What follows belongs to an exercise in optimizing a design on an open flow for small area and a short achievable clock period; a production flow would make more cautious choices.
Function was checked by simulation only, so behaviour that the tests miss may differ from the original.
Power and IR drop assume default switching activity.

<file path="flow/config.mk">
export PLATFORM = sky130hd
export DESIGN_NAME = fp_mul
export DESIGN_NICKNAME = fp_mul
export VERILOG_FILES = /design/flow/design.v
export SDC_FILE = /design/flow/constraint.sdc
export NUM_CORES = 4
export LEC_CHECK = 0
export CAP_MARGIN = 20
export CORE_MARGIN = 2
export CORE_UTILIZATION = 40
export SETUP_SLACK_MARGIN = 1.8
export SLEW_MARGIN = 20
export SYNTH_HIERARCHICAL = 1
export SYNTH_MINIMUM_KEEP_SIZE = 0
</file>
<file path="flow/constraint.sdc">
create_clock -name core_clock -period 5.3 [get_ports {clk}]
set_input_delay 1.0600 -clock core_clock [delete_from_list [all_inputs] [get_ports {clk}]]
set_output_delay 1.0600 -clock core_clock [all_outputs]
set_load 0.01 [all_outputs]
</file>
<file path="flow/design.v">
module fp1(a, one, two, neg, rx, ry);
input wire [10:0] a;
input wire [5:0] one, two;
input wire [4:0] neg;
wire [4:0] nneg = ~neg;
output wire [20:0] rx, ry;
wire pp_0_0;
wire pp_0_1;
wire pp_0_2;
wire pp_0_3;
wire pp_0_4;
wire pp_0_5;
wire pp_0_6;
wire pp_0_7;
wire pp_0_8;
wire pp_0_9;
wire pp_0_10;
wire pp_0_11;
wire pp_1_0;
wire pp_1_1;
wire pp_1_2;
wire pp_1_3;
wire pp_1_4;
wire pp_1_5;
wire pp_1_6;
wire pp_1_7;
wire pp_1_8;
wire pp_1_9;
wire pp_1_10;
wire pp_1_11;
wire pp_2_0;
wire pp_2_1;
wire pp_2_2;
wire pp_2_3;
wire pp_2_4;
wire pp_2_5;
wire pp_2_6;
wire pp_2_7;
wire pp_2_8;
wire pp_2_9;
wire pp_2_10;
wire pp_2_11;
wire pp_3_0;
wire pp_3_1;
wire pp_3_2;
wire pp_3_3;
wire pp_3_4;
wire pp_3_5;
wire pp_3_6;
wire pp_3_7;
wire pp_3_8;
wire pp_3_9;
wire pp_3_10;
wire pp_3_11;
wire pp_4_0;
wire pp_4_1;
wire pp_4_2;
wire pp_4_3;
wire pp_4_4;
wire pp_4_5;
wire pp_4_6;
wire pp_4_7;
wire pp_4_8;
wire pp_4_9;
wire pp_4_10;
wire pp_4_11;
wire pp_5_0;
wire pp_5_1;
wire pp_5_2;
wire pp_5_3;
wire pp_5_4;
wire pp_5_5;
wire pp_5_6;
wire pp_5_7;
wire pp_5_8;
wire pp_5_9;
wire pp_5_10;
wire hs0;
wire hc0;
wire hs1;
wire hc1;
wire hs2;
wire hc2;
wire fs0;
wire fc0;
wire hs3;
wire hc3;
wire fs1;
wire fc1;
wire hs4;
wire hc4;
wire fs2;
wire fc2;
wire fs3;
wire fc3;
wire hs5;
wire hc5;
wire fs4;
wire fc4;
wire fs5;
wire fc5;
wire hs6;
wire hc6;
wire fs6;
wire fc6;
wire fs7;
wire fc7;
wire fs8;
wire fc8;
wire hs7;
wire hc7;
wire fs9;
wire fc9;
wire fs10;
wire fc10;
wire fs11;
wire fc11;
wire fs12;
wire fc12;
wire fs13;
wire fc13;
wire fs14;
wire fc14;
wire fs15;
wire fc15;
wire fs16;
wire fc16;
wire fs17;
wire fc17;
wire fs18;
wire fc18;
wire fs19;
wire fc19;
wire fs20;
wire fc20;
wire fs21;
wire fc21;
wire fs22;
wire fc22;
wire fs23;
wire fc23;
wire fs24;
wire fc24;
wire fs25;
wire fc25;
wire fs26;
wire fc26;
wire fs27;
wire fc27;
wire fs28;
wire fc28;
wire fs29;
wire fc29;
wire fs30;
wire fc30;
wire fs31;
wire fc31;
wire pp_2_11_n;
wire fs32;
wire fc32;
wire fs33;
wire fc33;
wire fs34;
wire fc34;
wire fs35;
wire fc35;
wire fs36;
wire fc36;
wire fs37;
wire fc37;
wire pp_3_11_n;
wire fs38;
wire fc38;
wire fs39;
wire fc39;
wire fs40;
wire fc40;
wire fs41;
wire fc41;
wire pp_4_11_n;
wire fs42;
wire fc42;
wire fs43;
wire fc43;
assign pp_0_0 = (one[0] & a[0]) ^ neg[0];
assign pp_0_1 = ((one[0] & a[1]) | (two[0] & a[0])) ^ neg[0];
assign pp_0_2 = ((one[0] & a[2]) | (two[0] & a[1])) ^ neg[0];
assign pp_0_3 = ((one[0] & a[3]) | (two[0] & a[2])) ^ neg[0];
assign pp_0_4 = ((one[0] & a[4]) | (two[0] & a[3])) ^ neg[0];
assign pp_0_5 = ((one[0] & a[5]) | (two[0] & a[4])) ^ neg[0];
assign pp_0_6 = ((one[0] & a[6]) | (two[0] & a[5])) ^ neg[0];
assign pp_0_7 = ((one[0] & a[7]) | (two[0] & a[6])) ^ neg[0];
assign pp_0_8 = ((one[0] & a[8]) | (two[0] & a[7])) ^ neg[0];
assign pp_0_9 = ((one[0] & a[9]) | (two[0] & a[8])) ^ neg[0];
assign pp_0_10 = ((one[0] & a[10]) | (two[0] & a[9])) ^ neg[0];
assign pp_0_11 = (two[0] & a[10]) ^ neg[0];
assign pp_1_0 = (one[1] & a[0]) ^ neg[1];
assign pp_1_1 = ((one[1] & a[1]) | (two[1] & a[0])) ^ neg[1];
assign pp_1_2 = ((one[1] & a[2]) | (two[1] & a[1])) ^ neg[1];
assign pp_1_3 = ((one[1] & a[3]) | (two[1] & a[2])) ^ neg[1];
assign pp_1_4 = ((one[1] & a[4]) | (two[1] & a[3])) ^ neg[1];
assign pp_1_5 = ((one[1] & a[5]) | (two[1] & a[4])) ^ neg[1];
assign pp_1_6 = ((one[1] & a[6]) | (two[1] & a[5])) ^ neg[1];
assign pp_1_7 = ((one[1] & a[7]) | (two[1] & a[6])) ^ neg[1];
assign pp_1_8 = ((one[1] & a[8]) | (two[1] & a[7])) ^ neg[1];
assign pp_1_9 = ((one[1] & a[9]) | (two[1] & a[8])) ^ neg[1];
assign pp_1_10 = ((one[1] & a[10]) | (two[1] & a[9])) ^ neg[1];
assign pp_1_11 = (two[1] & a[10]) ^ neg[1];
assign pp_2_0 = (one[2] & a[0]) ^ neg[2];
assign pp_2_1 = ((one[2] & a[1]) | (two[2] & a[0])) ^ neg[2];
assign pp_2_2 = ((one[2] & a[2]) | (two[2] & a[1])) ^ neg[2];
assign pp_2_3 = ((one[2] & a[3]) | (two[2] & a[2])) ^ neg[2];
assign pp_2_4 = ((one[2] & a[4]) | (two[2] & a[3])) ^ neg[2];
assign pp_2_5 = ((one[2] & a[5]) | (two[2] & a[4])) ^ neg[2];
assign pp_2_6 = ((one[2] & a[6]) | (two[2] & a[5])) ^ neg[2];
assign pp_2_7 = ((one[2] & a[7]) | (two[2] & a[6])) ^ neg[2];
assign pp_2_8 = ((one[2] & a[8]) | (two[2] & a[7])) ^ neg[2];
assign pp_2_9 = ((one[2] & a[9]) | (two[2] & a[8])) ^ neg[2];
assign pp_2_10 = ((one[2] & a[10]) | (two[2] & a[9])) ^ neg[2];
assign pp_2_11 = (two[2] & a[10]) ^ neg[2];
assign pp_3_0 = (one[3] & a[0]) ^ neg[3];
assign pp_3_1 = ((one[3] & a[1]) | (two[3] & a[0])) ^ neg[3];
assign pp_3_2 = ((one[3] & a[2]) | (two[3] & a[1])) ^ neg[3];
assign pp_3_3 = ((one[3] & a[3]) | (two[3] & a[2])) ^ neg[3];
assign pp_3_4 = ((one[3] & a[4]) | (two[3] & a[3])) ^ neg[3];
assign pp_3_5 = ((one[3] & a[5]) | (two[3] & a[4])) ^ neg[3];
assign pp_3_6 = ((one[3] & a[6]) | (two[3] & a[5])) ^ neg[3];
assign pp_3_7 = ((one[3] & a[7]) | (two[3] & a[6])) ^ neg[3];
assign pp_3_8 = ((one[3] & a[8]) | (two[3] & a[7])) ^ neg[3];
assign pp_3_9 = ((one[3] & a[9]) | (two[3] & a[8])) ^ neg[3];
assign pp_3_10 = ((one[3] & a[10]) | (two[3] & a[9])) ^ neg[3];
assign pp_3_11 = (two[3] & a[10]) ^ neg[3];
assign pp_4_0 = (one[4] & a[0]) ^ neg[4];
assign pp_4_1 = ((one[4] & a[1]) | (two[4] & a[0])) ^ neg[4];
assign pp_4_2 = ((one[4] & a[2]) | (two[4] & a[1])) ^ neg[4];
assign pp_4_3 = ((one[4] & a[3]) | (two[4] & a[2])) ^ neg[4];
assign pp_4_4 = ((one[4] & a[4]) | (two[4] & a[3])) ^ neg[4];
assign pp_4_5 = ((one[4] & a[5]) | (two[4] & a[4])) ^ neg[4];
assign pp_4_6 = ((one[4] & a[6]) | (two[4] & a[5])) ^ neg[4];
assign pp_4_7 = ((one[4] & a[7]) | (two[4] & a[6])) ^ neg[4];
assign pp_4_8 = ((one[4] & a[8]) | (two[4] & a[7])) ^ neg[4];
assign pp_4_9 = ((one[4] & a[9]) | (two[4] & a[8])) ^ neg[4];
assign pp_4_10 = ((one[4] & a[10]) | (two[4] & a[9])) ^ neg[4];
assign pp_4_11 = (two[4] & a[10]) ^ neg[4];
assign pp_5_0 = (one[5] & a[0]);
assign pp_5_1 = ((one[5] & a[1]) | (two[5] & a[0]));
assign pp_5_2 = ((one[5] & a[2]) | (two[5] & a[1]));
assign pp_5_3 = ((one[5] & a[3]) | (two[5] & a[2]));
assign pp_5_4 = ((one[5] & a[4]) | (two[5] & a[3]));
assign pp_5_5 = ((one[5] & a[5]) | (two[5] & a[4]));
assign pp_5_6 = ((one[5] & a[6]) | (two[5] & a[5]));
assign pp_5_7 = ((one[5] & a[7]) | (two[5] & a[6]));
assign pp_5_8 = ((one[5] & a[8]) | (two[5] & a[7]));
assign pp_5_9 = ((one[5] & a[9]) | (two[5] & a[8]));
assign pp_5_10 = ((one[5] & a[10]) | (two[5] & a[9]));
ha_c u_h0(.a(neg[1]), .b(pp_0_2), .s(hs0), .co(hc0));
ha_c u_h1(.a(pp_0_3), .b(pp_1_1), .s(hs1), .co(hc1));
ha_c u_h2(.a(neg[2]), .b(pp_0_4), .s(hs2), .co(hc2));
fa_c u_f0(.a(pp_1_2), .b(pp_2_0), .c(hc1), .s(fs0), .co(fc0));
ha_c u_h3(.a(pp_0_5), .b(pp_1_3), .s(hs3), .co(hc3));
fa_c u_f1(.a(pp_2_1), .b(hc2), .c(hs3), .s(fs1), .co(fc1));
ha_c u_h4(.a(neg[3]), .b(pp_0_6), .s(hs4), .co(hc4));
fa_c u_f2(.a(pp_1_4), .b(pp_2_2), .c(pp_3_0), .s(fs2), .co(fc2));
fa_c u_f3(.a(hc3), .b(hs4), .c(fs2), .s(fs3), .co(fc3));
ha_c u_h5(.a(pp_0_7), .b(pp_1_5), .s(hs5), .co(hc5));
fa_c u_f4(.a(pp_2_3), .b(pp_3_1), .c(hc4), .s(fs4), .co(fc4));
fa_c u_f5(.a(hs5), .b(fc2), .c(fs4), .s(fs5), .co(fc5));
ha_c u_h6(.a(neg[4]), .b(pp_0_8), .s(hs6), .co(hc6));
fa_c u_f6(.a(pp_1_6), .b(pp_2_4), .c(pp_3_2), .s(fs6), .co(fc6));
fa_c u_f7(.a(pp_4_0), .b(hc5), .c(hs6), .s(fs7), .co(fc7));
fa_c u_f8(.a(fs6), .b(fc4), .c(fs7), .s(fs8), .co(fc8));
ha_c u_h7(.a(pp_0_9), .b(pp_1_7), .s(hs7), .co(hc7));
fa_c u_f9(.a(pp_2_5), .b(pp_3_3), .c(pp_4_1), .s(fs9), .co(fc9));
fa_c u_f10(.a(hc6), .b(hs7), .c(fc6), .s(fs10), .co(fc10));
fa_c u_f11(.a(fs9), .b(fc7), .c(fs10), .s(fs11), .co(fc11));
fa_c u_f12(.a(pp_0_10), .b(pp_1_8), .c(pp_2_6), .s(fs12), .co(fc12));
fa_c u_f13(.a(pp_3_4), .b(pp_4_2), .c(pp_5_0), .s(fs13), .co(fc13));
fa_c u_f14(.a(hc7), .b(fc9), .c(fs12), .s(fs14), .co(fc14));
fa_c u_f15(.a(fs13), .b(fc10), .c(fs14), .s(fs15), .co(fc15));
fa_c u_f16(.a(pp_0_11), .b(pp_1_9), .c(pp_2_7), .s(fs16), .co(fc16));
fa_c u_f17(.a(pp_3_5), .b(pp_4_3), .c(pp_5_1), .s(fs17), .co(fc17));
fa_c u_f18(.a(fc12), .b(fc13), .c(fs16), .s(fs18), .co(fc18));
fa_c u_f19(.a(fs17), .b(fc14), .c(fs18), .s(fs19), .co(fc19));
fa_c u_f20(.a(neg[0]), .b(pp_1_10), .c(pp_2_8), .s(fs20), .co(fc20));
fa_c u_f21(.a(pp_3_6), .b(pp_4_4), .c(pp_5_2), .s(fs21), .co(fc21));
fa_c u_f22(.a(fc16), .b(fc17), .c(fs20), .s(fs22), .co(fc22));
fa_c u_f23(.a(fs21), .b(fc18), .c(fs22), .s(fs23), .co(fc23));
fa_c u_f24(.a(neg[0]), .b(pp_1_11), .c(pp_2_9), .s(fs24), .co(fc24));
fa_c u_f25(.a(pp_3_7), .b(pp_4_5), .c(pp_5_3), .s(fs25), .co(fc25));
fa_c u_f26(.a(fc20), .b(fc21), .c(fs24), .s(fs26), .co(fc26));
fa_c u_f27(.a(fs25), .b(fc22), .c(fs26), .s(fs27), .co(fc27));
fa_c u_f28(.a(nneg[1]), .b(nneg[0]), .c(pp_2_10), .s(fs28), .co(fc28));
fa_c u_f29(.a(pp_3_8), .b(pp_4_6), .c(pp_5_4), .s(fs29), .co(fc29));
fa_c u_f30(.a(fc24), .b(fs28), .c(fc25), .s(fs30), .co(fc30));
fa_c u_f31(.a(fs29), .b(fc26), .c(fs30), .s(fs31), .co(fc31));
assign pp_2_11_n = ~pp_2_11;
fa_c u_f32(.a(pp_3_9), .b(pp_4_7), .c(pp_5_5), .s(fs32), .co(fc32));
fa_c u_f33(.a(pp_2_11_n), .b(fc28), .c(fc29), .s(fs33), .co(fc33));
fa_c u_f34(.a(fs32), .b(fc30), .c(fs33), .s(fs34), .co(fc34));
fa_c u_f35(.a(nneg[2]), .b(pp_3_10), .c(pp_4_8), .s(fs35), .co(fc35));
fa_c u_f36(.a(pp_5_6), .b(pp_2_11), .c(fc32), .s(fs36), .co(fc36));
fa_c u_f37(.a(fs35), .b(fc33), .c(fs36), .s(fs37), .co(fc37));
assign pp_3_11_n = ~pp_3_11;
fa_c u_f38(.a(pp_4_9), .b(pp_5_7), .c(pp_3_11_n), .s(fs38), .co(fc38));
fa_c u_f39(.a(fc35), .b(fs38), .c(fc36), .s(fs39), .co(fc39));
fa_c u_f40(.a(nneg[3]), .b(pp_4_10), .c(pp_5_8), .s(fs40), .co(fc40));
fa_c u_f41(.a(pp_3_11), .b(fc38), .c(fs40), .s(fs41), .co(fc41));
assign pp_4_11_n = ~pp_4_11;
fa_c u_f42(.a(pp_5_9), .b(pp_4_11_n), .c(fc40), .s(fs42), .co(fc42));
fa_c u_f43(.a(nneg[4]), .b(pp_5_10), .c(pp_4_11), .s(fs43), .co(fc43));
assign rx = {fs43, fs42, fs41, fs39, fc34, fc31, fc27, fc23, fc19, fc15, fc11, fc8, fc5, fc3, fc1, fc0, hs2, hc0, pp_1_0, pp_0_1, neg[0]};
assign ry = {fc42, fc41, fc39, fc37, fs37, fs34, fs31, fs27, fs23, fs19, fs15, fs11, fs8, fs5, fs3, fs1, fs0, hs1, hs0, 1'b0, pp_0_0};
endmodule
module fa_c(a, b, c, s, co);
input wire a, b, c;
output wire s, co;
assign s = a ^ b ^ c;
assign co = (a & b) | (c & (a ^ b));
endmodule
module ha_c(a, b, s, co);
input wire a, b;
output wire s, co;
assign s = a ^ b;
assign co = a & b;
endmodule
module ha1_c(a, b, s, co);
input wire a, b;
output wire s, co;
assign s = ~(a ^ b);
assign co = a | b;
endmodule
module fp2(s, e, sign, fp_result, under, over);
input wire [20:9] s;
input wire [4:0] e;
input wire sign;
output wire [15:0] fp_result;
output wire under, over;
wire [4:0] e_inc = e + 5'd1;
wire u0 = e > 5'd24;
wire u1 = (e > 5'd23) && (e != 5'd31);    
wire [4:0] te = s[20] ? e : e_inc;
wire [10:0] ts = s[20] ? s[19:9] : s[20:10];
assign fp_result = {sign, te[3:0], ts};
assign under = s[20] ? u0 : u1;
assign over = te[4];
endmodule
module fp_mul(clk, op1, op2, result, under, over);
input wire clk;
input wire [15:0] op1, op2;
output wire [15:0] result;
output wire under, over;
wire [13:0] bx = {2'b00, op2[10:0], 1'b0};
wire [5:0] one_d, two_d;
wire [4:0] neg_d;
genvar i;
generate for (i = 0; i < 6; i = i + 1) begin : g_booth
	assign one_d[i] = bx[2*i+1] ^ bx[2*i];
	assign two_d[i] = (bx[2*i+2] & ~bx[2*i+1] & ~bx[2*i]) | (~bx[2*i+2] & bx[2*i+1] & bx[2*i]);
	if (i < 5) begin : g_neg
		assign neg_d[i] = bx[2*i+2];
	end
end endgenerate
reg [10:0] sa;
reg [5:0] bone, btwo;
reg [4:0] bneg;
reg [4:0] e1;
reg sg1;
always @(posedge clk)
begin
	sa <= op1[10:0];
	bone <= one_d;
	btwo <= two_d;
	bneg <= neg_d;
	e1 <= {1'b0, op1[14:11]} + {1'b0, op2[14:11]} - 5'd7;
	sg1 <= op1[15] ^ op2[15];
end
wire [20:0] rx, ry;
fp1 stage1(.a(sa), .one(bone), .two(btwo), .neg(bneg), .rx(rx), .ry(ry));
wire [20:0] px = rx, py = ry;
wire [20:0] p, g;
wire q1, q2, q3, q4, q5, q6, q7, q8, q9, q10, q11, q12, q13, q14, q15, q16, q17, q18, q19, q20, q21, q22, q23, q24, q25, q26, q27, q28, q29, q30, q31, q32, q33, q34, q35, q36, q37, q38, q39, q40, q41, q42, q43, q44, q45, q46, q47, q48, q49, q50, q51, q52, q53, q54;
ha_c u_pg0(.a(px[0]), .b(py[0]), .s(p[0]), .co(g[0]));
assign p[1] = px[1];
assign g[1] = 1'b0;
ha_c u_pg2(.a(px[2]), .b(py[2]), .s(p[2]), .co(g[2]));
ha_c u_pg3(.a(px[3]), .b(py[3]), .s(p[3]), .co(g[3]));
ha_c u_pg4(.a(px[4]), .b(py[4]), .s(p[4]), .co(g[4]));
ha_c u_pg5(.a(px[5]), .b(py[5]), .s(p[5]), .co(g[5]));
ha_c u_pg6(.a(px[6]), .b(py[6]), .s(p[6]), .co(g[6]));
ha_c u_pg7(.a(px[7]), .b(py[7]), .s(p[7]), .co(g[7]));
ha_c u_pg8(.a(px[8]), .b(py[8]), .s(p[8]), .co(g[8]));
ha_c u_pg9(.a(px[9]), .b(py[9]), .s(p[9]), .co(g[9]));
ha_c u_pg10(.a(px[10]), .b(py[10]), .s(p[10]), .co(g[10]));
ha_c u_pg11(.a(px[11]), .b(py[11]), .s(p[11]), .co(g[11]));
ha_c u_pg12(.a(px[12]), .b(py[12]), .s(p[12]), .co(g[12]));
ha_c u_pg13(.a(px[13]), .b(py[13]), .s(p[13]), .co(g[13]));
ha_c u_pg14(.a(px[14]), .b(py[14]), .s(p[14]), .co(g[14]));
ha_c u_pg15(.a(px[15]), .b(py[15]), .s(p[15]), .co(g[15]));
ha_c u_pg16(.a(px[16]), .b(py[16]), .s(p[16]), .co(g[16]));
ha_c u_pg17(.a(px[17]), .b(py[17]), .s(p[17]), .co(g[17]));
ha_c u_pg18(.a(px[18]), .b(py[18]), .s(p[18]), .co(g[18]));
ha_c u_pg19(.a(px[19]), .b(py[19]), .s(p[19]), .co(g[19]));
ha_c u_pg20(.a(px[20]), .b(py[20]), .s(p[20]), .co(g[20]));
assign q1 = p[1] & g[0];
pg_c u_q2(.gh(g[3]), .ph(p[3]), .gl(g[2]), .pl(p[2]), .g(q2), .p(q3));
pg_c u_q4(.gh(g[5]), .ph(p[5]), .gl(g[4]), .pl(p[4]), .g(q4), .p(q5));
pg_c u_q6(.gh(g[7]), .ph(p[7]), .gl(g[6]), .pl(p[6]), .g(q6), .p(q7));
g_c u_q8(.gh(g[2]), .ph(p[2]), .gl(q1), .g(q8));
g_c u_q9(.gh(q2), .ph(q3), .gl(q1), .g(q9));
pg_c u_q10(.gh(g[6]), .ph(p[6]), .gl(q4), .pl(q5), .g(q10), .p(q11));
pg_c u_q12(.gh(q6), .ph(q7), .gl(q4), .pl(q5), .g(q12), .p(q13));
g_c u_q14(.gh(g[4]), .ph(p[4]), .gl(q9), .g(q14));
g_c u_q15(.gh(q4), .ph(q5), .gl(q9), .g(q15));
g_c u_q16(.gh(q10), .ph(q11), .gl(q9), .g(q16));
g_c u_q17(.gh(q12), .ph(q13), .gl(q9), .g(q17));
g_c u_q18(.gh(g[8]), .ph(p[8]), .gl(q17), .g(q18));
gt2_c u_q19(.x1(px[10]), .y1(py[10]), .x0(px[9]), .y0(py[9]), .g(q19), .t(q20));
gt2_c u_q21(.x1(px[12]), .y1(py[12]), .x0(px[11]), .y0(py[11]), .g(q21), .t(q22));
mj_c u_q23(.a(px[11]), .b(py[11]), .c(q19), .m(q23));
assign q26 = px[9] & py[9];
xr_c u_q27(.a(px[9]), .b(py[9]), .y(q27));
xr_c u_q28(.a(px[10]), .b(py[10]), .y(q28));
xr_c u_q29(.a(px[11]), .b(py[11]), .y(q29));
xr_c u_q30(.a(px[12]), .b(py[12]), .y(q30));
wire [3:0] bs0 = {q30 ^ q23, q29 ^ q19, q28 ^ q26, q27};
g_c u_q24(.gh(q21), .ph(q22), .gl(q19), .g(q24));
assign q25 = q22 & q20;
gt2_c u_q31(.x1(px[14]), .y1(py[14]), .x0(px[13]), .y0(py[13]), .g(q31), .t(q32));
gt2_c u_q33(.x1(px[16]), .y1(py[16]), .x0(px[15]), .y0(py[15]), .g(q33), .t(q34));
mj_c u_q35(.a(px[15]), .b(py[15]), .c(q31), .m(q35));
assign q38 = px[13] & py[13];
xr_c u_q39(.a(px[13]), .b(py[13]), .y(q39));
xr_c u_q40(.a(px[14]), .b(py[14]), .y(q40));
xr_c u_q41(.a(px[15]), .b(py[15]), .y(q41));
xr_c u_q42(.a(px[16]), .b(py[16]), .y(q42));
wire [3:0] bs1 = {q42 ^ q35, q41 ^ q31, q40 ^ q38, q39};
g_c u_q36(.gh(q33), .ph(q34), .gl(q31), .g(q36));
assign q37 = q34 & q32;
gt2_c u_q43(.x1(px[18]), .y1(py[18]), .x0(px[17]), .y0(py[17]), .g(q43), .t(q44));
gt2_c u_q45(.x1(px[20]), .y1(py[20]), .x0(px[19]), .y0(py[19]), .g(q45), .t(q46));
mj_c u_q47(.a(px[19]), .b(py[19]), .c(q43), .m(q47));
assign q50 = px[17] & py[17];
xr_c u_q51(.a(px[17]), .b(py[17]), .y(q51));
xr_c u_q52(.a(px[18]), .b(py[18]), .y(q52));
xr_c u_q53(.a(px[19]), .b(py[19]), .y(q53));
xr_c u_q54(.a(px[20]), .b(py[20]), .y(q54));
wire [3:0] bs2 = {q54 ^ q47, q53 ^ q43, q52 ^ q50, q51};
assign q49 = q51 & q52 & q53;
reg hc;
reg [3:0] bs0r;
reg bg0;
reg bp0;
reg [3:0] bs1r;
reg bg1;
reg bp1;
reg [3:0] bs2r;
reg bt;
reg [4:0] e2;
reg sg2;
always @(posedge clk)
begin
	hc <= q18;
	bs0r <= bs0;
	bg0 <= q24;
	bp0 <= q25;
	bs1r <= bs1;
	bg1 <= q36;
	bp1 <= q37;
	bs2r <= bs2;
	bt <= q49;
	e2 <= e1;
	sg2 <= sg1;
end
wire c0 = hc;
wire c1 = bg0 | (bp0 & c0);
wire c2 = bg1 | (bp1 & c1);
wire [3:0] bi0 = bs0r + c0;
wire [3:0] bi1 = bs1r + c1;
wire [3:0] bi2 = bs2r + c2;
wire s20 = bs2r[3] ^ (c2 & bt);
wire [20:9] s = {s20, bi2[2:0], bi1, bi0};
fp2 stage2(.s(s), .e(e2), .sign(sg2), .fp_result(result), .under(under), .over(over));
endmodule
module gt2_c(x1, y1, x0, y0, g, t);
input wire x1, y1, x0, y0;
output wire g, t;
assign g = (x1 & y1) | ((x1 | y1) & x0 & y0);
assign t = (x1 | y1) & (x0 | y0);
endmodule
module mj_c(a, b, c, m);
input wire a, b, c;
output wire m;
assign m = (a & b) | ((a | b) & c);
endmodule
module xr_c(a, b, y);
input wire a, b;
output wire y;
assign y = a ^ b;
endmodule
module pg_c(gh, ph, gl, pl, g, p);
input wire gh, ph, gl, pl;
output wire g, p;
assign g = gh | (ph & gl);
assign p = ph & pl;
endmodule
module g_c(gh, ph, gl, g);
input wire gh, ph, gl;
output wire g;
assign g = gh | (ph & gl);
endmodule
</file>
<file path="flow/flow/run.sh">
#!/bin/bash
# The standard layout (the standard.sh) with changes: plain buf_1
# cells as the input and output port buffers instead of the ones
# buffer_ports picks, clock tree synthesis without dummy load cells,
# and the ORFS settings below.
export BUFFER_PORTS_ARGS="-buffer_cell sky130_fd_sc_hd__buf_1"
export CTS_ARGS="-sink_clustering_enable -repair_clock_nets -buf_list sky130_fd_sc_hd__clkbuf_8 -dont_use_dummy_load"
export SETUP_MOVE_SEQUENCE="unbuffer,sizeup,swap"
bash standard.sh > standard.log 2>&1
</file>
<file path="flow/standard.sh">
#!/bin/bash
# synth_recipe.tcl (not shown) runs the flow's synth.tcl, then flattens the netlist and writes it again
# the make line also repeats each setting of config.mk as NAME=value (left out here)
make -C /OpenROAD-flow-scripts/flow DESIGN_CONFIG=/design/flow/config.mk WORK_HOME=/design/flow/orfs CLKGATE_MAP_FILE= SYNTH_SCRIPT=/design/flow/synth_recipe.tcl "${@:-finish}"
</file>
==> results of run 1 <==
==> cell usage in the layout, fill, tap and decap left out <==
| cell | instances |
|---|---|
| a211oi_1 | 1 |
| a21o_1 | 12 |
| a21oi_1 | 5 |
| a21oi_2 | 1 |
| a22o_1 | 8 |
| a22o_2 | 2 |
| a22oi_1 | 45 |
| a22oi_2 | 5 |
| a31oi_1 | 5 |
| and2_1 | 9 |
| and3_1 | 2 |
| buf_1 | 50 |
| clkbuf_8 | 9 |
| dfxtp_1 | 47 |
| dfxtp_2 | 11 |
| fa_1 | 45 |
| ha_1 | 33 |
| inv_1 | 18 |
| maj3_2 | 3 |
| mux2_2 | 7 |
| mux2_4 | 5 |
| nand2_1 | 13 |
| nand2_2 | 1 |
| nand2b_1 | 5 |
| nand3_1 | 3 |
| nand3b_1 | 4 |
| nor2_1 | 8 |
| nor2b_1 | 2 |
| o211a_1 | 1 |
| o21ai_0 | 5 |
| o22a_2 | 4 |
| o22ai_2 | 1 |
| xnor2_1 | 72 |
| xor2_1 | 27 |
| xor2_4 | 1 |
==> state kept, by name (all words and copies together) (netlist names) <==
| name | cells |
|---|---|
| bs2r | 4 |
| e2 | 5 |
| bt | 1 |
| bone | 6 |
| bp0 | 1 |
| e1 | 5 |
| bneg | 5 |
| bp1 | 1 |
| sg2 | 1 |
| bs0r | 4 |
| hc | 1 |
| bs1r | 4 |
| bg1 | 1 |
| sg1 | 1 |
| sa | 11 |
| btwo | 6 |
| bg0 | 1 |
==> final cells by class <==
class	count	area [µm²]	share of cell area
clock buffer	9	124	0.0241
inverter	18	67.6	0.0131
multi-input combinational	335	3380	0.656
sequential	58	1170	0.228
tap	172	215	0.0418
timing repair buffer	50	188	0.0365
==> per-stage QoR <==
stage / cell area, µm² / std cells / worst slack (ns) / util / total power [mW]
CTS: 5120 / 642 / 1.80 / 0.404 / 2.77
finish: 5150 / 642 / 1.89 / 0.406 / 2.73
detailed placement: 5000 / 633 / 1.76 / 0.395 / 2.46
global placement: 5000 / 633 / 1.86 / 0.395 / 2.42
global route: 5150 / 642 / 1.68 / 0.406 / 3.03
floorplan: 5220 / 488 / 2.13 / - / 2.34
==> where the power goes <==
| group | internal [mW] | switching [mW] |
|---|---|---|
| clock network | 0.150 | 0.138 |
| registers | 0.566 | 0.106 |
| logic | 0.893 | 0.878 |
| total | 1.61 | 1.12 |
==> layer usage <==
layer	up-vias	GRT usage	share of wire	wire length [µm]
met3	8	0.0343	0.060	550
li1	1559	-	-	-
met2	91	0.215	0.47	4270
met1	1513	0.182	0.47	4260
met5	-	0	0	0
met4	0	0.0474	0.0083	76
==> path summary, 6_finish.rpt <==
check,to,from
min,sg2,sg1
min reg2reg,sg2,sg1
max,bs1r[3],sa[10]
max reg2reg,bs1r[3],sa[10]
==> what timing repair did <==
item,in CTS,in global routing
gates resized for setup,1,11
pin swaps,0,0
hold buffers,0,0
endpoints found under the setup margin,1,18
buffers inserted,0,0
==> summary.md, run 1 <==
| Metric | Value |
|---|---|
| Worst-path maximum fanout | 11 |
| Max-slew violations | 0 |
| Final hold vios | 0 |
| Leak | 2.10 nW |
| RSZ-0062 raised after global routing | yes |
| Worst Path Required | 5.49 ns |
| Drt pass-1 iters | 5 |
| Hold_ws | 0.329 ns |
| Max-cap violations | 0 |
| Worst Setup End Kind | register |
| Final GP Congestion | 0.884 |
| DRC viols | 0 |
| Global-route wire length before repair | 15,600 µm |
| Final setup TNS | 0 ns |
| Final #Nets | 583 |
| Largest net degree at the start of global routing | 19 |
| Syn Nets | 599 |
| Clock transition at the registers of the reported paths | 0.07 ns |
| Iter 0 DRT Violations | 294 |
| Drt total wl | 9160 µm |
| Fillcell total | 1,259 |
| Worst path depth | 9 |
| Startpoint type of the worst setup path | register |
| CP cell instances | a22oi_1, xnor2_1, fa_1, fa_1, fa_1, a31oi_1, nor2_1, maj3_2, xor2_1 |
| Ports | 51 |
| FF-to-FF setup slack | 1.89 ns |
| Min Tclk post-route | 3.41 ns |
| Core box area | 12,700 µm² |
| Post-route ant nets | 0 |
| Longest Clk Path Bufs | 2 |
| Dpl hpwl | 7060 µm |
| Fmax | 293 MHz |
| PwrDens | 530 nW/µm² |
| CP bufs+invs | 0 |
| Total gr overflow | 0 |
| Starting density of the core | 0.412 |
| VDD IR-drop max | 0.198 mV |
| I/O Buffers | 50 |
| Most used cell, CP | fa_1 |
| Total global routing track utilization | 0.137 |
| Post-Syn Area | 5220 µm² |
| Post-route clock period utilization | 0.644 |
| Synth Warn # | 7 |
| Run status | no timing/DRC/antenna violations |
| Row count | 41 |
| Post-Syn Area per Cell | 10.7 µm² |
| Largest delay share family, worst path | adder cells |
| Critical path class | reg -> reg |
| Worst slew margin | 0.612 |
| Via count | 3,171 |
| Layout cell share with drive strength beyond 1 | 0.106 |
| Root cell of the clock tree | clkbuf_8 |
| Final setup fails | 0 |
| Worst Skew | 0.0188 ns |
| Vias/cell | 4.94 |
| Worst path slowest cell | dfxtp_1 |
| Worst skew pair latency | 0.33 ns |
| Crit path largest cell delay | 0.62 ns |
| Clock buffer count from CTS | 9 |
| Die Y | 118 µm |
| Clock Sink Count | 58 |
| Min-Delay Path Class | reg -> reg |
| Worst Path Arrival | 3.61 ns |
| H-Tree Depth | 3 |
| Number of global-route vias before repair | 3,209 |
| Chip width | 118 µm |
| Slew @ Worst Pin | 0.581 ns |
| Ant. Diodes | 0 |
| Initial antenna violation count | 0 |
| Hold Path Stages | 0 |
| Die ar. | 14,000 µm² |
| P&R area growth vs syn | -1.44% |
| Cells after Synth | 488 |
| CTS tree | yes |
| WL per Instance | 14.3 µm |
| R2R cell count | 9 |
==> inputs of run 2 (changes only) <==
--- a/flow/config.mk
+++ b/flow/config.mk
@@ -8,7 +8,7 @@
 export CAP_MARGIN = 20
 export CORE_MARGIN = 2
 export CORE_UTILIZATION = 40
-export SETUP_SLACK_MARGIN = 1.8
+export SETUP_SLACK_MARGIN = 2.2
 export SLEW_MARGIN = 20
 export SYNTH_HIERARCHICAL = 1
 export SYNTH_MINIMUM_KEEP_SIZE = 0
==> summary.md, run 2 <==
| Metric | Value |
|---|---|
| Run status | no timing/DRC/antenna violations |
| Root cell of the clock tree | clkbuf_8 |
| Critical path class | reg -> reg |
| Worst Path Arrival | 3.31 ns |
| Total global routing track utilization | 0.133 |
| Clock transition at the registers of the reported paths | 0.06 ns |
| Starting density of the core | 0.412 |
| Layout cell share with drive strength beyond 1 | 0.230 |
| DR WL met3 | 371 µm |
| Slew @ Worst Pin | 0.682 ns |
| Hold Path Sink | sg2 |
| Min-Delay Path Class | reg -> reg |
| Die Y | 118 µm |
| Fmax | 321 MHz |
| Most common cell after layout, fill and taps aside | xnor2_1 |
| Multi-input logic area | 3550 µm² |
| Dpl hpwl | 7060 µm |
| Synth Warn # | 7 |
| DR top layer | met4 |
| Worst r2r dst | bs1r[3] |
| Leak | 2.22 nW |
| VDD IR-drop max | 0.206 mV |
| Largest regs | sa x11, bone x6, btwo x6 |
| Post-Syn Area per Cell | 10.7 µm² |
| Via count | 3,152 |
| Setup slack at placement | 1.86 ns |
| Number of global-route vias before repair | 3,194 |
| Row count | 41 |
| Longest Clk Path Bufs | 2 |
| DRC viols | 0 |
| Global-route wire length before repair | 15,300 µm |
| PwrDens | 552 nW/µm² |
| Met1 WL | 4440 µm |
| Max-cap violations | 0 |
| Worst Path Required | 5.50 ns |
| R2R cell count | 9 |
| Core box area | 12,700 µm² |
| CTS tree | yes |
| Non-filler cells, final | 642 |
| Post-route clock period utilization | 0.588 |
| WL per Instance | 14.2 µm |
| Worst-path maximum fanout | 12 |
| Final hold vios | 0 |
| Worst skew pair latency | 0.33 ns |
| Vias/cell | 4.91 |
| Post-Syn Area | 5220 µm² |
| Initial antenna violation count | 0 |
| Reg with most FFs | sa |
| Power Total | 3.01 mW |
| CP startpoint | sa[8] |
| P&R area growth vs syn | 4.46% |
| Drt pass-1 iters | 4 |
| Iter 0 DRT Violations | 140 |
| Placed inst area | 5010 µm² |
| Post-CTS Hold Buffers | 0 |
| Worst slew margin | 0.544 |
| Final GP Congestion | 0.864 |
| Total gr overflow | 0 |
| Largest net degree at the start of global routing | 19 |
| I/O Buffers | 50 |
| Drt total wl | 9110 µm |
| Final setup TNS | 0 ns |
| Hold Path Origin | sg1 |
| Chip width | 118 µm |
| Finished Cell Area | 5460 µm² |
| Startpoint type of the worst setup path | register |
| Min Tclk post-route | 3.12 ns |
| Fillcell total | 1,246 |
| Worst Skew | 0.0212 ns |
| Die ar. | 14,000 µm² |
| Launching point of the worst reg2reg path | sa[8] |
| Cells after Synth | 488 |
| Ant. Diodes | 0 |
| Syn Nets | 599 |
| Final setup fails | 0 |
| Largest register FFs | 11 |
| H-Tree Depth | 3 |
| Fin worst setup slack | 2.18 ns |
| Worst Setup End Kind | register |
| Clock Sink Count | 58 |
| Post-route ant nets | 0 |
| FF/Latch Area | 1250 µm² |
| Clock buffer count from CTS | 9 |
| Final #Nets | 583 |
| Hold Path Stages | 0 |
| Placed Cells | 633 |
| FF-to-FF setup slack | 2.18 ns |
| Max-slew violations | 0 |
| RSZ-0062 raised after global routing | yes |
| Routed wl met2 | 4240 µm |
| Ports | 51 |
| Most frequent cells in the layout | xnor2_1 (68), fa_1 (40), a22oi_1 (36), buf_1 (36), ha_1 (33) |
==> run 2: layer usage <==
metal / global-route usage / vias to the layer above
met5: 0 / -
met4: 0.0324 / 0
met3: 0.0304 / 5
met2: 0.217 / 65
met1: 0.177 / 1524
li1: - / 1558
==> run 2: final cells by class <==
type                    instances  area share
clock buffers                   9      0.0227
multi-input cells             335       0.651
well taps                     172      0.0394
inverters                      18      0.0124
repair buffers                 50      0.0456
flip-flops and latches         58       0.229
==> run 2: worst max-delay path by stage <==
| stage | to | slack (ns) | depth (start not counted) |
|---|---|---|---|
| finish | bs1r[3] | 2.18 | 9 |
| global route | result[13] | 2.05 | 6 |
| CTS | result[13] | 2.14 | 6 |
| detailed placement | bs1r[3] | 1.86 | 8 |
| global placement | bs1r[3] | 1.93 | 8 |
| floorplan | bs1r[3] | 2.22 | 11 |
==> run 2: report_power, final <==
| part | internal (mW) | total [mW] | leakage (nW) | switching [mW] |
|---|---|---|---|---|
| Clock | 0.150 | 0.290 | 0.0647 | 0.140 |
| Sequential | 0.565 | 0.676 | 0.497 | 0.112 |
| Combinational | 1.10 | 2.04 | 1.66 | 0.945 |
==> run 2: repair_timing <==
item                                    4_1_cts  5_1_grt
pin swaps                                     2        4
resized for setup                            68       43
endpoints found under the setup margin       25       21
buffers inserted                              0        0
==> run 2: stage by stage <==
step           hold WS (ns)   util
2_1_floorplan         0.310      -
3_3_place_gp          0.313  0.396
3_5_place_dp          0.312  0.396
4_1_cts               0.319  0.419
5_1_grt               0.331  0.431
6_report              0.314  0.431
==> run 2: worst max-delay path, stage by stage (launching register included) <==
cell and delay, ns:
dfxtp_4 0.40, a22oi_2 0.20, xnor2_1 0.15, fa_1 0.46, fa_1 0.51, fa_2 0.48, a31oi_1 0.22, nor2_2 0.08
maj3_2 0.31, xor2_1 0.16
==> inputs of run 3 (changes only) <==
--- a/flow/config.mk
+++ b/flow/config.mk
@@ -5,10 +5,11 @@
 export SDC_FILE = /design/flow/constraint.sdc
 export NUM_CORES = 4
 export LEC_CHECK = 0
+export ABC_AREA = 1
 export CAP_MARGIN = 20
 export CORE_MARGIN = 2
 export CORE_UTILIZATION = 40
-export SETUP_SLACK_MARGIN = 2.2
+export SETUP_SLACK_MARGIN = 2.0
 export SLEW_MARGIN = 20
 export SYNTH_HIERARCHICAL = 1
 export SYNTH_MINIMUM_KEEP_SIZE = 0
==> summary.md, run 3 <==
| Metric | Value |
|---|---|
| Run status | no timing/DRC/antenna violations |
| Worst Path Arrival | 3.53 ns |
| Hold Path Sink | e2[3] |
| Dpl hpwl | 9020 µm |
| Worst-path maximum fanout | 13 |
| Post-route ant nets | 0 |
| Max-slew violations | 0 |
| Fmax | 305 MHz |
| PwrDens | 428 nW/µm² |
| Core box area | 14,000 µm² |
| Final GP Congestion | 0.827 |
| CTS tree | yes |
| Final setup TNS | 0 ns |
| Worst Path Required | 5.56 ns |
| Placed Cells | 999 |
| Syn Nets | 957 |
| Starting density of the core | 0.414 |
| Total gr overflow | 0 |
| Hold Path Stages | 0 |
| Startpoint type of the worst setup path | register |
| Post-CTS Setup Repair Bufs | 0 |
| Row count | 43 |
| Post-CTS Hold Buffers | 0 |
| Finished Cell Area | 5790 µm² |
| Power Total | 2.48 mW |
| Largest register FFs | 11 |
| Post-Syn Area per Cell | 6.84 µm² |
| Die ar. | 15,500 µm² |
| Fin worst setup slack | 2.03 ns |
| Via count | 4,565 |
| Clock Sink Count | 58 |
| Initial antenna violation count | 0 |
| Hold_ws | 0.322 ns |
| P&R area growth vs syn | 0.0215% |
| Most frequent cells in the layout | nand2_1 (399), inv_1 (73), nand3_1 (55), buf_1 (50) |
| Final #Nets | 941 |
| VDD IR-drop max | 0.200 mV |
| Worst slew margin | 0.615 |
| Post-route clock period utilization | 0.618 |
| Clock transition at the registers of the reported paths | 0.06 ns |
| H-Tree Depth | 3 |
| Iter 0 DRT Violations | 358 |
| Ant. Diodes | 0 |
| Clock buffer count from CTS | 9 |
| Total global routing track utilization | 0.157 |
| Final setup fails | 0 |
| Non-filler cells, final | 1,008 |
| WL per Instance | 11.5 µm |
| M1 GR Usage | 0.223 |
| Worst Skew | 0.0126 ns |
| Ports | 51 |
| R2R cell count | 10 |
| Chip width | 124 µm |
| Fillcell total | 1,462 |
| Drt pass-1 iters | 4 |
| Largest net degree at the start of global routing | 18 |
| FF-to-FF setup slack | 2.03 ns |
| Number of global-route vias before repair | 4,296 |
| Reg with most FFs | sa |
| Root cell of the clock tree | clkbuf_8 |
| Longest Clk Path Bufs | 2 |
| Leak | 3.15 nW |
| Met3 Use GR | 0.0318 |
| Launching point of the worst reg2reg path | bneg[1] |
| Max-cap violations | 0 |
| Synth Warn # | 7 |
| Top Usage Layer GRT | met2 |
| Worst Setup End Kind | register |
| Cells after Synth | 846 |
| Worst r2r dst | bs1r[3] |
| Met2 Resource Use GR | 0.245 |
| Drt total wl | 11,600 µm |
| Critical path class | reg -> reg |
| Worst skew pair latency | 0.34 ns |
| Hold Path Origin | e1[3] |
| I/O Buffers | 50 |
| Min Tclk post-route | 3.27 ns |
| Post-Syn Area | 5790 µm² |
| Setup slack at placement | 1.64 ns |
| Util after Layout | 0.414 |
| Most common cell after layout, fill and taps aside | nand2_1 |
| Die Y | 124 µm |
| Min-Delay Path Class | reg -> reg |
| Layout cell share with drive strength beyond 1 | 0.0737 |
| Placed inst area | 5580 µm² |
| RSZ-0062 raised after global routing | yes |
| Global-route wire length before repair | 20,200 µm |
| Final hold vios | 0 |
| Largest regs | sa x11, bone x6, btwo x6 |
| Slew @ Worst Pin | 0.577 ns |
| DRC viols | 0 |
| Vias/cell | 4.53 |
run 3: routing by layer:
layer / vias to the layer above / wire length [µm]
met5: - / 0
met2: 112 / 4880
met3: 10 / 614
li1: 2465 / -
met4: 0 / 138
met1: 1978 / 6000
run 3: timing repair:
action | 4_1_cts | 5_1_grt
setup endpoints to repair | 9 | 9
resized for setup | 10 | 25
pin swaps | 3 | 11
run 3: worst max-delay path: stages, from the launching register on:
cell	delay [ns]
dfxtp_4	0.44
clkinvlp_4	0.30
xor2_2	0.26
fa_1	0.46
fa_1	0.50
fa_2	0.59
nand2_2	0.08
a21oi_4	0.21
nand2_2	0.08
a21oi_2	0.13
xor2_1	0.15
run 3: area by class of cell:
class | count | area [µm²] | area share
timing repair buffer | 50 | 188 | 0.0324
sequential | 58 | 1190 | 0.205
tap | 180 | 225 | 0.0389
inverter | 83 | 320 | 0.0553
clock buffer | 9 | 124 | 0.0214
multi-input combinational | 628 | 3740 | 0.647
run 3: worst max path at each step:
| stage | startpoint | end | cells after the start |
|---|---|---|---|
| floorplan | bneg[0] | bs1r[3] | 11 |
| global placement | bneg[0] | bs1r[3] | 10 |
| detailed placement | bneg[0] | bs1r[3] | 10 |
| CTS | sa[6] | bs1r[3] | 11 |
| global route | bneg[1] | bs1r[3] | 10 |
| finish | bneg[1] | bs1r[3] | 10 |
run 3: power breakdown:
group / switching [mW] / internal [mW] / total [mW]
clock network: 0.145 / 0.150 / 0.295
registers: 0.0898 / 0.554 / 0.644
logic: 0.912 / 0.627 / 1.54
total: 1.15 / 1.33 / 2.48
==> inputs of run 4 (changes only) <==
--- a/flow/config.mk
+++ b/flow/config.mk
@@ -5,7 +5,6 @@
 export SDC_FILE = /design/flow/constraint.sdc
 export NUM_CORES = 4
 export LEC_CHECK = 0
-export ABC_AREA = 1
 export CAP_MARGIN = 20
 export CORE_MARGIN = 2
 export CORE_UTILIZATION = 40
==> summary.md, run 4 <==
| Metric | Value |
|---|---|
| Row count | 41 |
| VDD IR-drop max | 0.229 mV |
| Critical path class | reg -> reg |
| Leak | 2.11 nW |
| RSZ-0062 raised after global routing | yes |
| Via count | 3,187 |
| H-Tree Depth | 3 |
| R2R cell count | 8 |
| Fmax | 315 MHz |
| Startpoint type of the worst setup path | register |
| Total gr overflow | 0 |
| CTS tree | yes |
| CP cell instances | xnor2_1, fa_1, fa_1, fa_2, a31oi_2, nor2_2, maj3_2, xor2_1 |
| Cells after Synth | 488 |
| Die ar. | 14,000 µm² |
| Final setup fails | 0 |
| WL per Instance | 14.3 µm |
| Launching point of the worst reg2reg path | bneg[1] |
| Most frequent cells in the layout | xnor2_1 (71), buf_1 (50), a22oi_1 (45), fa_1 (44), ha_1 (33) |
| Drt total wl | 9160 µm |
| Post-route ant nets | 0 |
| Worst path slowest cell | fa_1 |
| Post-Syn Area per Cell | 10.7 µm² |
| Root cell of the clock tree | clkbuf_8 |
| Multi-input logic area | 3410 µm² |
| Largest net degree at the start of global routing | 19 |
| Starting density of the core | 0.412 |
| Post-CTS Hold Buffers | 0 |
| Min Tclk post-route | 3.18 ns |
| Ant. Diodes | 0 |
| Max-cap violations | 0 |
| Fillcell total | 1,261 |
| Worst Setup End Kind | register |
| PwrDens | 526 nW/µm² |
| DRC viols | 0 |
| Worst-path maximum fanout | 14 |
| Worst Path Required | 5.49 ns |
| Min-Delay Path Class | reg -> reg |
| Dpl hpwl | 7060 µm |
| I/O Buffers | 50 |
| Clock buffer count from CTS | 9 |
| Worst Path Arrival | 3.37 ns |
| Most common cell after layout, fill and taps aside | xnor2_1 |
| Drt pass-1 iters | 5 |
| Post-Syn Area | 5220 µm² |
| P&R area growth vs syn | 0.144% |
| Slew @ Worst Pin | 0.581 ns |
| Total global routing track utilization | 0.137 |
| Post-route clock period utilization | 0.600 |
| Most used cell, CP | fa_1 |
| Final #Nets | 583 |
| Ports | 51 |
| Initial antenna violation count | 0 |
| Hold Path Sink | sg2 |
| Final GP Congestion | 0.884 |
| Clock transition at the registers of the reported paths | 0.07 ns |
| Final setup TNS | 0 ns |
| Longest Clk Path Bufs | 2 |
| FF-to-FF setup slack | 2.12 ns |
| Crit path largest cell delay | 0.60 ns |
| Run status | no timing/DRC/antenna violations |
| Syn Nets | 599 |
| Worst slew margin | 0.612 |
| Vias/cell | 4.96 |
| Final hold vios | 0 |
| Largest regs | sa x11, bone x6, btwo x6 |
| Worst skew pair latency | 0.33 ns |
| Clock Sink Count | 58 |
| Largest register FFs | 11 |
| Hold Path Stages | 0 |
| Iter 0 DRT Violations | 245 |
| FF/Latch Area | 1230 µm² |
| Max-slew violations | 0 |
| Hold_ws | 0.329 ns |
| Core box area | 12,700 µm² |
| Synth Warn # | 7 |
| Global-route wire length before repair | 15,500 µm |
| Chip width | 118 µm |
| Worst r2r dst | bs1r[3] |
| Die Y | 118 µm |
| Worst Skew | 0.0173 ns |
| Reg with most FFs | sa |
| Hold Path Origin | sg1 |
| Number of global-route vias before repair | 3,205 |
| Layout cell share with drive strength beyond 1 | 0.151 |
-- run 4: cell types whose count changed in the layout (fill, tap and decap cells not counted), moves of 25 or more --
cell / previous run / this run
a22oi_1: 0 / 45
nor2_1: 31 / 6
nand3_1: 55 / 3
xnor2_1: 6 / 71
nand2_1: 399 / 13
inv_1: 73 / 18
-- run 4: power breakdown --
part / total [mW] / internal (mW) / leakage [nW] / switching (mW)
sequential: 0.673 / 0.564 / 0.495 / 0.108
combinational: 1.79 / 0.907 / 1.55 / 0.887
clock: 0.286 / 0.150 / 0.0647 / 0.136
-- run 4: final cells by class --
| class | instances | area share |
|---|---|---|
| clock buffers | 9 | 0.0237 |
| inverters | 18 | 0.0129 |
| multi-input cells | 335 | 0.651 |
| flip-flops and latches | 58 | 0.235 |
| well taps | 172 | 0.0411 |
| repair buffers | 50 | 0.0359 |
-- run 4: how the worst max path moves through the flow --
stage | cells past startpoint | slack (ns) | from | to
floorplan | 11 | 2.13 | bneg[0] | bs1r[3]
global placement | 8 | 1.86 | bneg[0] | bs1r[3]
detailed placement | 8 | 1.76 | bneg[0] | bs1r[3]
CTS | 9 | 1.95 | btwo[4] | bs1r[3]
global route | 9 | 1.99 | sa[5] | bs1r[3]
finish | 8 | 2.12 | bneg[1] | bs1r[3]
-- run 4: repair_timing --
action | 4_1_cts | 5_1_grt
hold endpoints to repair | 0 | 0
resized for setup | 19 | 29
pin swaps | 0 | 1
setup endpoints to repair | 20 | 15
setup buffers | 0 | 0
-- run 4: critical path: cells and delay by family, from the launching register on --
| kind | cells | cell delay (ns) |
|---|---|---|
| AO/OA/AOI/OAI | 1 | 0.21 |
| XOR/XNOR | 2 | 0.33 |
| flip-flops | 1 | 0.59 |
| AND/OR/NAND/NOR | 1 | 0.07 |
| adder cells (fa/ha/maj) | 4 | 1.85 |
-- run 4: layer usage --
metal  global-route usage  part of all wire  up-vias
li1                     -                 -     1559
met1                0.182              0.45     1529
met2                0.215              0.47       91
met3               0.0343             0.064        8
met4               0.0474            0.0083        0
met5                    0                 0        -
-- run 4: per-stage QoR --
step	util	setup WS (ns)	instances	area [µm²]	power, mW
floorplan	-	2.13	488	5220	2.34
global placement	0.395	1.86	633	5000	2.42
detailed placement	0.395	1.76	633	5000	2.46
CTS	0.407	1.95	642	5160	2.78
global route	0.413	1.99	642	5230	3.06
finish	0.413	2.12	642	5230	2.75
==> inputs of run 5 (changes only) <==
--- a/flow/config.mk
+++ b/flow/config.mk
@@ -8,7 +8,7 @@
 export CAP_MARGIN = 20
 export CORE_MARGIN = 2
 export CORE_UTILIZATION = 40
-export SETUP_SLACK_MARGIN = 2.0
+export SETUP_SLACK_MARGIN = 1.9
 export SLEW_MARGIN = 20
 export SYNTH_HIERARCHICAL = 1
 export SYNTH_MINIMUM_KEEP_SIZE = 0
==> summary.md, run 5 <==
| Metric | Value |
|---|---|
| Longest Clk Path Bufs | 2 |
| Core box area | 12,700 µm² |
| Worst skew pair latency | 0.33 ns |
| Max-cap violations | 0 |
| Worst-path maximum fanout | 11 |
| Row count | 41 |
| Final setup TNS | 0 ns |
| Drt pass-1 iters | 4 |
| CTS resizes | 7 |
| RSZ-0062 raised after global routing | yes |
| Most frequent cells in the layout | xnor2_1 (72), buf_1 (50), fa_1 (45), a22oi_1 (45), dfxtp_1 (34) |
| Ant. Diodes | 0 |
| Post-CTS Setup Repair Bufs | 0 |
| Final GP Congestion | 0.884 |
| Post-route clock period utilization | 0.615 |
| Largest net degree at the start of global routing | 19 |
| H-Tree Depth | 3 |
| Worst Setup End Kind | register |
| Chip width | 118 µm |
| Post-route ant nets | 0 |
| Fmax | 307 MHz |
| PwrDens | 529 nW/µm² |
| Critical path class | reg -> reg |
| Initial antenna violation count | 0 |
| Worst slew margin | 0.612 |
| DRC viols | 0 |
| Synth Warn # | 7 |
| Starting density of the core | 0.412 |
| P&R area growth vs syn | -1.13% |
| Iter 0 DRT Violations | 261 |
| Number of global-route vias before repair | 3,206 |
| Hold Path Origin | sg1 |
| Global-route wire length before repair | 15,500 µm |
| Worst Path Arrival | 3.47 ns |
| VDD IR-drop max | 0.230 mV |
| WL per Instance | 14.2 µm |
| Die Y | 118 µm |
| Syn Nets | 599 |
| Final setup fails | 0 |
| Ports | 51 |
| Clock transition at the registers of the reported paths | 0.07 ns |
| Run status | no timing/DRC/antenna violations |
| Clock Sink Count | 58 |
| Root cell of the clock tree | clkbuf_8 |
| Largest register FFs | 11 |
| Launching point of the worst reg2reg path | bone[0] |
| Layout cell share with drive strength beyond 1 | 0.134 |
| Final #Nets | 583 |
| I/O Buffers | 50 |
| Clock buffer count from CTS | 9 |
| Total gr overflow | 0 |
| Worst Path Required | 5.50 ns |
| CTS tree | yes |
| Startpoint type of the worst setup path | register |
| Placed inst area | 5000 µm² |
| Finished Cell Area | 5160 µm² |
| Total global routing track utilization | 0.137 |
| Die ar. | 14,000 µm² |
| Worst Skew | 0.0185 ns |
| Vias/cell | 4.95 |
| Post-Syn Area | 5220 µm² |
| Via count | 3,179 |
| Post-CTS Hold Buffers | 0 |
| Post-Syn Area per Cell | 10.7 µm² |
| Largest regs | sa x11, bone x6, btwo x6 |
| Non-filler cells, final | 642 |
| CP startpoint | bone[0] |
| Slew @ Worst Pin | 0.581 ns |
| Drt total wl | 9130 µm |
| Leak | 2.10 nW |
| Placed Cells | 633 |
| Min Tclk post-route | 3.26 ns |
| Cells after Synth | 488 |
| Final hold vios | 0 |
| Most common cell after layout, fill and taps aside | xnor2_1 |
| Max-slew violations | 0 |
| Min-Delay Path Class | reg -> reg |
| Reg with most FFs | sa |
| Dpl hpwl | 7060 µm |
-- run 5: worst max-delay path: stages (launching register included) --
cell	delay, ns
dfxtp_1	0.54
a22oi_1	0.18
xnor2_1	0.18
fa_1	0.57
fa_1	0.43
fa_1	0.50
a31oi_1	0.17
nor2_1	0.10
maj3_2	0.32
xor2_1	0.16
-- run 5: worst paths after layout --
check,endpoint,slack [ns],cells past startpoint
min reg2reg,sg2,0.33,0
min,sg2,0.33,0
max,bs0r[3],2.04,9
max reg2reg,bs0r[3],2.04,9
-- run 5: area by class of cell --
type	instances	area, µm²
fill	1255	7510
sequential	58	1190
timing repair buffer	50	188
tap	172	215
clock buffer	9	124
inverter	18	67.6
multi-input combinational	335	3380
-- run 5: per-stage QoR --
stage	setup slack (ns)	hold slack (ns)	utilization	total power, mW
global placement	1.86	0.314	0.395	2.42
global route	1.86	0.338	0.408	3.03
detailed placement	1.76	0.312	0.395	2.46
floorplan	2.13	0.310	-	2.34
finish	2.04	0.329	0.408	2.73
CTS	1.87	0.332	0.406	2.78
-- run 5: layer usage --
metal | share of wire | vias up | global-route usage
met3 | 0.058 | 10 | 0.0343
met4 | 0.012 | 0 | 0.0474
li1 | - | 1559 | -
met2 | 0.46 | 92 | 0.215
met1 | 0.47 | 1518 | 0.182
met5 | 0 | - | 0
-- run 5: power breakdown --
part | switching (mW) | internal (mW)
clock network | 0.138 | 0.150
logic | 0.877 | 0.893
registers | 0.106 | 0.568
==> inputs of run 6 (changes only) <==
--- a/flow/config.mk
+++ b/flow/config.mk
@@ -8,7 +8,7 @@
 export CAP_MARGIN = 20
 export CORE_MARGIN = 2
 export CORE_UTILIZATION = 40
-export SETUP_SLACK_MARGIN = 1.9
+export SETUP_SLACK_MARGIN = 2.1
 export SLEW_MARGIN = 20
 export SYNTH_HIERARCHICAL = 1
 export SYNTH_MINIMUM_KEEP_SIZE = 0
==> summary.md, run 6 <==
| Metric | Value |
|---|---|
| Worst-path maximum fanout | 12 |
| Vias/cell | 4.99 |
| Dpl hpwl | 7060 µm |
| Most frequent cells in the layout | xnor2_1 (70), a22oi_1 (45), fa_1 (44), buf_1 (41), ha_1 (33) |
| Largest register FFs | 11 |
| Via count | 3,206 |
| Worst Setup End Kind | register |
| Max-slew violations | 0 |
| CP bufs+invs | 0 |
| Post-CTS Hold Buffers | 0 |
| WL per Instance | 14.4 µm |
| Initial antenna violation count | 0 |
| Startpoint type of the worst setup path | register |
| Fin worst setup slack | 2.15 ns |
| Total gr overflow | 0 |
| Core box area | 12,700 µm² |
| Clock buffer count from CTS | 9 |
| Clock Sink Count | 58 |
| Post-Syn Area per Cell | 10.7 µm² |
| Post-route ant nets | 0 |
| Largest net degree at the start of global routing | 19 |
| Leak | 2.19 nW |
| Total global routing track utilization | 0.137 |
| Synth Warn # | 7 |
| Fmax | 317 MHz |
| Die ar. | 14,000 µm² |
| Row count | 41 |
| Most common cell after layout, fill and taps aside | xnor2_1 |
| Number of global-route vias before repair | 3,203 |
| Die Y | 118 µm |
| Cells after Synth | 488 |
| I/O Buffers | 50 |
| Root cell of the clock tree | clkbuf_8 |
| Starting density of the core | 0.412 |
| Worst Path Arrival | 3.35 ns |
| Global-route wire length before repair | 15,500 µm |
| Run status | no timing/DRC/antenna violations |
| P&R area growth vs syn | 2.01% |
| Post-CTS Setup Repair Bufs | 0 |
| Util after Layout | 0.421 |
| CP cell instances | a22oi_1, xnor2_1, fa_1, fa_1, fa_2, a31oi_2, nor2_2, maj3_2, xor2_1 |
| Final GP Congestion | 0.884 |
| Iter 0 DRT Violations | 265 |
| CTS tree | yes |
| Fillcell total | 1,251 |
| Worst Skew | 0.0173 ns |
| Final #Nets | 583 |
| RSZ-0062 raised after global routing | yes |
| Clock transition at the registers of the reported paths | 0.07 ns |
| Post-Syn Area | 5220 µm² |
| Max-cap violations | 0 |
| Slew @ Worst Pin | 0.704 ns |
| Syn Nets | 599 |
| Reg with most FFs | sa |
| Worst slew margin | 0.530 |
| Most used cell, CP | fa_1 |
| Ports | 51 |
| Worst path slowest cell | fa_1 |
| Layout cell share with drive strength beyond 1 | 0.183 |
| PwrDens | 542 nW/µm² |
| Post-route clock period utilization | 0.595 |
| DRC viols | 0 |
| Largest delay share family, worst path | adder cells |
| Largest regs | sa x11, bone x6, btwo x6 |
| Worst Path Required | 5.49 ns |
| Final setup TNS | 0 ns |
| Min-Delay Path Class | reg -> reg |
| Final hold vios | 0 |
| H-Tree Depth | 3 |
| Min Tclk post-route | 3.15 ns |
| Crit path largest cell delay | 0.56 ns |
| Worst skew pair latency | 0.33 ns |
| Setup slack at placement | 1.76 ns |
| Ant. Diodes | 0 |
| Chip width | 118 µm |
| VDD IR-drop max | 0.232 mV |
| Drt total wl | 9210 µm |
| Critical path class | reg -> reg |
| Final setup fails | 0 |
| Drt pass-1 iters | 5 |
| Longest Clk Path Bufs | 2 |
-- run 6: cell type report --
cell class / instances / area, µm² / share of cell area
inverter: 18 / 67.6 / 0.0127
timing repair buffer: 50 / 230 / 0.0432
multi-input combinational: 335 / 3450 / 0.647
tap: 172 / 215 / 0.0404
clock buffer: 9 / 124 / 0.0232
sequential: 58 / 1240 / 0.233
-- run 6: stage by stage --
| stage | cells | hold slack, ns | area (µm²) | power (mW) |
|---|---|---|---|---|
| final | 642 | 0.329 | 5330 | 2.89 |
| after global routing | 642 | 0.338 | 5330 | 3.19 |
| after CTS | 642 | 0.332 | 5180 | 2.78 |
| after detailed placement | 633 | 0.312 | 5000 | 2.46 |
| after global placement | 633 | 0.314 | 5000 | 2.42 |
| after floorplan | 488 | 0.310 | 5220 | 2.34 |
-- run 6: repair_timing --
action / CTS / global route
resized for setup: 30 / 56
endpoints found under the hold margin: 0 / 0
endpoints found under the setup margin: 24 / 19
pin swaps: 0 / 6
-- run 6: worst register-to-register path, stage by stage, from the launching register on --
cell and delay [ns]:
dfxtp_4 0.40, a22oi_1 0.22, xnor2_1 0.12, fa_1 0.46, fa_1 0.56, fa_2 0.50
a31oi_2 0.21, nor2_2 0.07, maj3_2 0.31, xor2_1 0.16
-- run 6: metal layers --
layer,wire length [µm],GRT usage,share of wire,vias up
met5,0,0,0,-
met4,82,0.0452,0.0089,0
met3,449,0.0343,0.049,10
met1,4220,0.182,0.46,1554
li1,-,-,-,1560
met2,4460,0.217,0.48,82
-- run 6: final timing paths --
| path | startpoint | to | slack, ns | cells past startpoint |
|---|---|---|---|---|
| max reg2reg | sa[5] | bs1r[3] | 2.15 | 9 |
| max | sa[5] | bs1r[3] | 2.15 | 9 |
| min reg2reg | sg1 | sg2 | 0.33 | 0 |
| min | sg1 | sg2 | 0.33 | 0 |
-- run 6: power breakdown --
group | leakage [nW] | total [mW] | internal (mW) | switching (mW)
sequential | 0.496 | 0.676 | 0.566 | 0.110
clock | 0.0647 | 0.287 | 0.150 | 0.137
combinational | 1.63 | 1.92 | 1.02 | 0.903
==> inputs of run 7 (changes only) <==
==> flow/flow/run.sh (replaced) <==
#!/bin/bash
# The standard layout (the standard.sh) with changes: plain buf_1
# cells as the input and output port buffers instead of the ones
# buffer_ports picks, clock tree synthesis without dummy load cells,
# and the ORFS settings below.
export BUFFER_PORTS_ARGS="-buffer_cell sky130_fd_sc_hd__buf_1"
export CTS_ARGS="-sink_clustering_enable -repair_clock_nets -buf_list sky130_fd_sc_hd__clkbuf_8 -dont_use_dummy_load -sink_clustering_size 30 -sink_clustering_max_diameter 200"
export SETUP_MOVE_SEQUENCE="unbuffer,sizeup,swap"
bash standard.sh > standard.log 2>&1
--- a/flow/config.mk
+++ b/flow/config.mk
@@ -8,7 +8,7 @@
 export CAP_MARGIN = 20
 export CORE_MARGIN = 2
 export CORE_UTILIZATION = 40
-export SETUP_SLACK_MARGIN = 2.1
+export SETUP_SLACK_MARGIN = 2.0
 export SLEW_MARGIN = 20
 export SYNTH_HIERARCHICAL = 1
 export SYNTH_MINIMUM_KEEP_SIZE = 0
==> summary.md, run 7 <==
| Metric | Value |
|---|---|
| Leak | 2.11 nW |
| Combinational power share | 0.652 |
| Ports | 51 |
| DRC viols | 0 |
| Worst Path Arrival | 3.37 ns |
| Worst-path maximum fanout | 14 |
| Final setup TNS | 0 ns |
| Reg with most FFs | sa |
| Die ar. | 14,000 µm² |
| Most frequent cells in the layout | xnor2_1 (71), buf_1 (50), a22oi_1 (45), fa_1 (44), ha_1 (33) |
| Vias/cell | 4.96 |
| Setup slack at placement | 1.76 ns |
| VDD IR-drop max | 0.229 mV |
| Clock transition at the registers of the reported paths | 0.07 ns |
| Util after Layout | 0.413 |
| Most common cell after layout, fill and taps aside | xnor2_1 |
| Sequential share of power | 0.244 |
| Drt total wl | 9160 µm |
| Clock buffer count from CTS | 9 |
| Iter 0 DRT Violations | 245 |
| Total gr overflow | 0 |
| Final #Nets | 583 |
| Chip width | 118 µm |
| Post-Syn Area per Cell | 10.7 µm² |
| Clock Sink Count | 58 |
| Starting density of the core | 0.412 |
| Final hold vios | 0 |
| WL per Instance | 14.3 µm |
| FF/Latch Area | 1230 µm² |
| Critical path class | reg -> reg |
| Fillcell total | 1,261 |
| Min-Delay Path Class | reg -> reg |
| H-Tree Depth | 3 |
| Final setup fails | 0 |
| Worst slew margin | 0.612 |
| I/O Buffers | 50 |
| Placed Cells | 633 |
| Post-Syn Area | 5220 µm² |
| Row count | 41 |
| Post-CTS Hold Buffers | 0 |
| Dpl hpwl | 7060 µm |
| Core box area | 12,700 µm² |
| Run status | no timing/DRC/antenna violations |
| P_int | 1.62 mW |
| Post-route clock period utilization | 0.600 |
| Worst Setup End Kind | register |
| Ant. Diodes | 0 |
| Drt pass-1 iters | 5 |
| Largest regs | sa x11, bone x6, btwo x6 |
| Layout cell share with drive strength beyond 1 | 0.151 |
| PwrDens | 526 nW/µm² |
| Worst Path Required | 5.49 ns |
| Multi-input logic area | 3410 µm² |
| Slew @ Worst Pin | 0.581 ns |
| Global-route wire length before repair | 15,500 µm |
| Syn Nets | 599 |
| Number of global-route vias before repair | 3,205 |
| Non-filler cells, final | 642 |
| Longest Clk Path Bufs | 2 |
| Clock power frac | 0.104 |
| Final GP Congestion | 0.884 |
| Via count | 3,187 |
| RSZ-0062 raised after global routing | yes |
| Worst Skew | 0.0173 ns |
| Max-slew violations | 0 |
| Hold_ws | 0.329 ns |
| Sw frac | 0.411 |
| Largest net degree at the start of global routing | 19 |
| Startpoint type of the worst setup path | register |
| Worst skew pair latency | 0.33 ns |
| Root cell of the clock tree | clkbuf_8 |
| Fmax | 315 MHz |
| Largest register FFs | 11 |
| Initial antenna violation count | 0 |
| Post-CTS Setup Repair Bufs | 0 |
| Synth Warn # | 7 |
| Psw | 1.13 mW |
| Post-route ant nets | 0 |
| P&R area growth vs syn | 0.144% |
| Min Tclk post-route | 3.18 ns |
| Die Y | 118 µm |
| Fin worst setup slack | 2.12 ns |
| Max-cap violations | 0 |
| Total global routing track utilization | 0.137 |
| Cells after Synth | 488 |
| CTS tree | yes |
[run 7: final timing paths]
path / start / end / slack (ns) / cells after the start
worst max-delay path: bneg[1] / bs1r[3] / 2.12 / 8
worst min-delay path: sg1 / sg2 / 0.33 / 0
worst max register to register: bneg[1] / bs1r[3] / 2.12 / 8
worst min register to register: sg1 / sg2 / 0.33 / 0
[run 7: final cells by class]
type	count	area share
tap	172	0.0411
inverter	18	0.0129
multi-input combinational	335	0.651
sequential	58	0.235
timing repair buffer	50	0.0359
clock buffer	9	0.0237
[run 7: power by group through the flow]
stage / Sequential (mW) / Combinational (mW) / Clock, mW
CTS: 0.674 / 1.80 / 0.301
global placement: 0.675 / 1.75 / 0
floorplan: 0.614 / 1.72 / 0
global route: 0.688 / 2.05 / 0.320
detailed placement: 0.678 / 1.78 / 0
finish: 0.673 / 1.79 / 0.286
[run 7: critical path: stages, from the launching register on]
cell and delay, ns:
dfxtp_2 0.59, xnor2_1 0.17, fa_1 0.44, fa_1 0.60, fa_2 0.50, a31oi_2 0.21
nor2_2 0.07, maj3_2 0.31, xor2_1 0.16
[run 7: through the flow]
step                      instance area (µm²)  power (mW)
final                                    5230        2.75
after global routing                     5230        3.06
after CTS                                5160        2.78
after detailed placement                 5000        2.46
after global placement                   5000        2.42
after floorplan                          5220        2.34
[run 7: per-layer routing]
layer / vias up / share of wire / GRT usage
met2: 91 / 0.47 / 0.215
met5: - / 0 / 0
li1: 1559 / - / -
met4: 0 / 0.0083 / 0.0474
met1: 1529 / 0.45 / 0.182
met3: 8 / 0.064 / 0.0343
[run 7: repair_timing]
item	4_1_cts	5_1_grt
setup endpoints to repair	20	15
gates cloned	0	0
pin swaps	0	1
gates resized for setup	19	29

Re-timed with assumed drivers on the ports (clkbuf_16 on the clock, buf_2 on other inputs), run 7 has 2.122 ns of setup slack against 2.122 ns with ideal ports, and 2.122 ns once port delays also move by the mid clock arrival of 0.349 ns.
